Background: an optimization exercise with open tools, aiming at small area. Do not read the settings as production practice. Power figures rest on the tool's default switching activity, not on a simulated workload.

==> flow/design.v <==
`timescale 1ns / 1ps
module spiCommMaster(
    input cpuClock,
    input enable,
    input reset,
    input spiClockEn,
    input spiClockBS,
    output errorInterrupt,
    output [3:0] errorType,
    output [3:0] errorState,
    input cmdTransmitBit,
    input [5:0] cmdIndex,
    input [31:0] cmdArgument,
    input [1:0] readMode,
    output [39:0] readResponse,
    input commStart,
    output commFinish,
    input SD_MISO,
    input SD_CD,
    input SD_WP,
    output SD_SCLK,
    output SD_MOSI,
    output SD_CS
);
localparam ST_IDLE  = 3'b000;
localparam ST_GEN   = 3'b001;   
localparam ST_SEND  = 3'b010;   
localparam ST_READ  = 3'b101;   
localparam ST_INPUT = 3'b011;   
localparam ST_COOL  = 3'b110;   
localparam ST_FIN   = 3'b100;
localparam ST_ERR   = 3'b111;
reg [2:0] st;
wire isErr  = (st == ST_ERR);
wire isRead = (st == ST_READ);
wire rdAct  = (st == ST_INPUT) | isErr;      
wire wcAct  = (st == ST_SEND) | (st == ST_COOL);
assign errorInterrupt = isErr;
assign errorType  = {2'b00, isErr, 1'b0};
assign errorState = {isErr, 3'b000};
assign commFinish = (st == ST_FIN);
reg [8:0] div;
wire divWrap = (div[7:0] == 8'h80);
wire spiRise = ~div[8] & divWrap;
wire spiFall =  div[8] & divWrap;
reg [3:0] bsCnt;
reg       bsStop;
reg [1:0] bsBuf;
wire byteSync = spiClockBS ? ~bsCnt[3] : 1'b1;
wire spiGate  = spiClockEn & enable & byteSync;
wire gFall    = spiFall & spiGate;
wire gRise    = spiRise & spiGate;
assign SD_SCLK = spiClockEn ? (byteSync & div[8]) : 1'b1;
reg [3:0] wc;           
reg [8:0] to;           
wire wcOv = &wc;
wire [8:0] toVal = (readMode == 2'b00) ? 9'h16f : (readMode == 2'b01) ? 9'h07d : 9'h0c4;
wire toI = (to == toVal);
reg [5:0]  idx;         
reg        run;         
reg        sDone;       
reg [1:0]  rDone;       
reg [6:0]  crc;
reg [38:0] sh;          
reg [38:0] resp;
reg        cs;
reg        fresh;       
assign readResponse = {1'b0, resp};
assign SD_CS = cs;
wire [1:0] sel = {readMode[1] | readMode[0], readMode[1] | ~readMode[0]};
wire rFin = (rDone == sel);
wire [5:0] rLen = readMode[1] ? 6'd39 : readMode[0] ? 6'd15 : 6'd7;
wire [47:0] cmd = {1'b0, cmdTransmitBit, cmdIndex, cmdArgument, 8'b0};
wire idxHi = |idx[5:3];
wire sBit  = idxHi ? cmd[idx] : crc[6];
wire sRun  = isRead & run & (|idx);
assign SD_MOSI = sRun ? sBit : 1'b1;
wire crcIn  = (idx == 6'd8) ? 1'b0 : sBit;    
wire crcInv = crcIn ^ crc[6];
always @(posedge cpuClock) begin
    if (reset) div <= 0;
    else       div <= {div[8] ^ divWrap, div[6:0],
                       div[7] ^ div[5] ^ div[4] ^ div[3] ^ (div[6:0] == 7'd0)};
end
always @(posedge cpuClock) begin
    if (reset) begin
        bsStop <= 1'b1;
        bsBuf  <= 2'b00;
        bsCnt  <= 4'd0;
    end else begin
        if (spiFall) begin
            if ({bsBuf, spiClockBS} == 3'b001)      bsStop <= 1'b0;
            else if ({bsBuf, spiClockBS} == 3'b010) bsStop <= 1'b1;
            bsBuf <= {bsBuf[0], spiClockBS};
        end
        if (spiRise) begin
            if (bsStop | bsCnt[3]) bsCnt <= 4'd0;
            else                   bsCnt <= bsCnt + 1'b1;
        end
    end
end
always @(posedge cpuClock) begin
    if (reset) begin
        wc <= 4'd0;
        to <= 9'd1;
    end else if (spiRise) begin
        wc <= wcAct ? wc + 1'b1 : 4'd0;
        to <= rdAct ? {to[7:0], to[8] ^ to[4]} : 9'd1;
    end
end
always @(posedge cpuClock) begin
    if (gFall & isRead) begin
        if (~run & ~sDone) begin
            idx <= 6'd47;
            crc <= 7'd0;
        end else if (sRun) begin
            idx <= idx - 1'b1;
            crc <= {crc[5:3], crc[2] ^ crcInv, crc[1:0], crcInv};
        end
    end else if (gRise & rdAct & ~rFin) begin
        if (~run) idx <= rLen;
        else      idx <= idx - 1'b1;
    end
end
always @(posedge cpuClock) begin
    if (~rdAct | (gRise & ~rFin & (run | ~SD_MISO)))
        sh <= {sh[37:0], rdAct & SD_MISO};
end
always @(posedge cpuClock) begin
    if (reset) begin
        run   <= 1'b0;
        sDone <= 1'b0;
        rDone <= 2'd0;
        fresh <= 1'b0;
    end else begin
        fresh <= (st == ST_INPUT) & (fresh | (gRise & ~rFin & run & (idx == 6'd1)));
        if (gFall) begin
            if (isRead) begin
                if (~run & ~sDone)             run <= 1'b1;
                else if (run & ~(|idx)) begin  run <= 1'b0; sDone <= 1'b1; end
            end else begin
                sDone <= 1'b0;
            end
        end
        if (gRise) begin
            if (rdAct & ~rFin) begin
                if (~run) begin
                    rDone <= 2'd0;
                    if (~SD_MISO) run <= 1'b1;
                end else if (idx == 6'd1) begin
                    run   <= 1'b0;
                    rDone <= sel;
                end
            end else if (~rdAct) begin
                rDone <= 2'd0;
            end
        end
    end
end
always @(posedge cpuClock) begin
    if (reset) begin
        st   <= ST_IDLE;
        cs   <= 1'b1;
        resp <= 39'd0;
    end else begin
        case (st)
            ST_IDLE:  if (commStart) st <= ST_GEN;
            ST_GEN:   if (~wcOv) st <= ST_SEND;
            ST_SEND:  if (wcOv) begin
                          cs <= 1'b0;
                          st <= ST_READ;
                      end else cs <= ~wc[3];
            ST_READ:  if (sDone) st <= ST_INPUT;
            ST_INPUT: if (toI) st <= ST_ERR;
                      else if (rFin) begin
                          if (fresh) resp <= sh;
                          st <= ST_COOL;
                      end
            ST_COOL:  if (wcOv) begin
                          cs <= 1'b1;
                          st <= ST_FIN;
                      end else cs <= wc[3];
            ST_FIN:   if (~commStart) st <= ST_IDLE;
            default:  ;
        endcase
    end
end
endmodule
Settings: LEC_CHECK=0, ABC_AREA=1, CAP_MARGIN=20, CORE_MARGIN=2, CORE_UTILIZATION=60, SLEW_MARGIN=20; clock period 10.0 ns.
standard.sh (not shown) runs the stock make flow with config.mk's settings and CLKGATE_MAP_FILE= SYNTH_SCRIPT=/design/flow/synth_recipe.tcl, a recipe that flattens the netlist after the stock synthesis.
==> flow/flow/run.sh <==
#!/bin/bash
# The standard ORFS layout (standard.sh), with three changes:
#  - ABC maps the logic with an area-oriented script (flow/area.abc); the rest of
#    the standard synthesis, and so every register, is unchanged;
#  - the port buffers are the smallest buffer cell (buf_1);
#  - the clock tree uses clkbuf_8 at the root and clkbuf_4 at the leaves, with
#    no dummy loads.
set -euo pipefail
W=$PWD
{
  echo "proc abc {args} {"
  echo "  foreach opt {-script -constr -D} {"
  echo "    set i [lsearch -exact \$args \$opt]"
  echo "    if {\$i >= 0} { set args [lreplace \$args \$i [expr {\$i + 1}]] }"
  echo "  }"
  echo "  yosys abc -script $W/flow/area.abc {*}\$args"
  echo "}"
  cat "$W/synth_recipe.tcl"
} > "$W/flow_synth.tcl"
BUF="-buffer_cell sky130_fd_sc_hd__buf_1"
CTS="-sink_clustering_enable -repair_clock_nets -dont_use_dummy_load -buf_list {sky130_fd_sc_hd__clkbuf_4 sky130_fd_sc_hd__clkbuf_8} -root_buf sky130_fd_sc_hd__clkbuf_16"
export BUFFER_PORTS_ARGS="$BUF" CTS_ARGS="$CTS"
bash standard.sh "SYNTH_SCRIPT=$W/flow_synth.tcl" "BUFFER_PORTS_ARGS=$BUF" "CTS_ARGS=$CTS" finish > "$W/flow.log" 2>&1
==> flow/flow/area.abc <==
strash
ifraig
scorr
dc2
strash
dch -f
amap
Then changed:
==> flow/flow/run.sh (replaced) <==
#!/bin/bash
# Standard ORFS layout, with the port buffers made from the smallest buffer
# cell and a clock tree of small buffers without dummy loads.
set -euo pipefail
export BUFFER_PORTS_ARGS="-buffer_cell sky130_fd_sc_hd__buf_1"
export CTS_ARGS="-sink_clustering_enable -repair_clock_nets -dont_use_dummy_load -buf_list sky130_fd_sc_hd__clkbuf_4 -root_buf sky130_fd_sc_hd__clkbuf_8"
bash standard.sh "BUFFER_PORTS_ARGS=$BUFFER_PORTS_ARGS" "CTS_ARGS=$CTS_ARGS" finish > flow.log 2>&1
removed: flow/flow/area.abc
The new run ran to the end with no violations.
Synthesized cell count increases by 43%.
Wire length climbs by 0.34%.
Final area climbs by 2.9%.
Area after synthesis climbs by about 9%.
Die area rises by 8.2%.
Total power drops by about 11%.
Global-route usage is lower by 1.1 points.
Cell count rose by about 26%.
Worst setup slack improves by 300 ps.
Via count climbs by about 11%.
First-iteration DRC count rose by about 24%.
Then changed:
==> flow/flow/run.sh (replaced) <==
#!/bin/bash
# The standard ORFS layout (standard.sh), with three changes:
#  - ABC maps the logic with an area-oriented script (flow/area.abc); the rest of
#    the standard synthesis, and so every register, is unchanged;
#  - the port buffers are the smallest buffer cell (buf_1);
#  - the clock tree uses clkbuf_8 at the root and clkbuf_4 at the leaves, with
#    no dummy loads.
set -euo pipefail
W=$PWD
{
  echo "proc abc {args} {"
  echo "  foreach opt {-script -constr -D} {"
  echo "    set i [lsearch -exact \$args \$opt]"
  echo "    if {\$i >= 0} { set args [lreplace \$args \$i [expr {\$i + 1}]] }"
  echo "  }"
  echo "  yosys abc -script $W/flow/area.abc {*}\$args"
  echo "}"
  cat "$W/synth_recipe.tcl"
} > "$W/flow_synth.tcl"
BUF="-buffer_cell sky130_fd_sc_hd__buf_1"
CTS="-sink_clustering_enable -repair_clock_nets -dont_use_dummy_load -buf_list \"sky130_fd_sc_hd__clkbuf_4 sky130_fd_sc_hd__clkbuf_8\" -root_buf sky130_fd_sc_hd__clkbuf_16"
export BUFFER_PORTS_ARGS="$BUF" CTS_ARGS="$CTS"
bash standard.sh "SYNTH_SCRIPT=$W/flow_synth.tcl" "BUFFER_PORTS_ARGS=$BUF" "CTS_ARGS=$CTS" finish > "$W/flow.log" 2>&1
==> flow/flow/area.abc (new file) <==
strash
ifraig
scorr
dc2
strash
dch -f
amap
Result:
- Now the flow never finished: it broke off in clock tree synthesis with STA-0564
- synthesized area came out lower by a little under a tenth
- synthesized cell count came out lower by a quarter to a third
Then changed:
==> flow/flow/run.sh (replaced) <==
#!/bin/bash
# Standard ORFS layout, with the port buffers made from the smallest buffer
# cell and a clock tree of small buffers without dummy loads.
set -euo pipefail
export BUFFER_PORTS_ARGS="-buffer_cell sky130_fd_sc_hd__buf_1"
export CTS_ARGS="-sink_clustering_enable -repair_clock_nets -dont_use_dummy_load -buf_list sky130_fd_sc_hd__clkbuf_8 -root_buf sky130_fd_sc_hd__clkbuf_8 -sink_clustering_size 24"
bash standard.sh "BUFFER_PORTS_ARGS=$BUFFER_PORTS_ARGS" "CTS_ARGS=$CTS_ARGS" finish > flow.log 2>&1
--- a/flow/config.mk
+++ b/flow/config.mk
@@ -10,3 +10,3 @@
 export CORE_MARGIN = 2
-export CORE_UTILIZATION = 60
+export CORE_UTILIZATION = 70
 export SLEW_MARGIN = 20
removed: flow/flow/area.abc
Effect: Now the flow completed without violations; area after synthesis rises by about 9%; synthesized cell count is higher by 43%.
No functional check of the RTL was part of any run of this note.

## what the ideal ports hide
How much do the figures lean on ideal ports? The routed layouts below were timed once more, with nothing changed but the port constraints.
Step 1: set_driving_cell puts a clkbuf_16 on cpuClock and a buf_2 on each other input, an assumption about the parent block.
Step 2, shift: input delay + t, output delay - t, t = (earliest + latest rising clock arrival at the registers) / 2. This alone moves slack from input paths to output paths.
Three values: ideal, step 1, step 2; two values: the first two.
| run | shift t [ns] | setup slack, ns | worst setup path after step 2 | clock arrival spread, ns | worst slew at a driven data input, ns |
|---|---|---|---|---|---|
| the first run | 0.379 | 4.678 / 4.641 / 4.658 | input to output | 0.047 / 0.047 | 0.06 |
| the second run | 0.419 | 4.980 / 4.960 / 4.960 | input to output | 0.043 / 0.043 | 0.04 |
| the fourth run | 0.447 | 4.987 / 4.964 / 4.964 | input to output | 0.031 / 0.031 | 0.03 |
After both steps setup and hold are still met in every run listed. For the fourth run, which loses most, drivers alone change the setup slack by -0.023 ns; drivers and shift together by -0.023 ns.
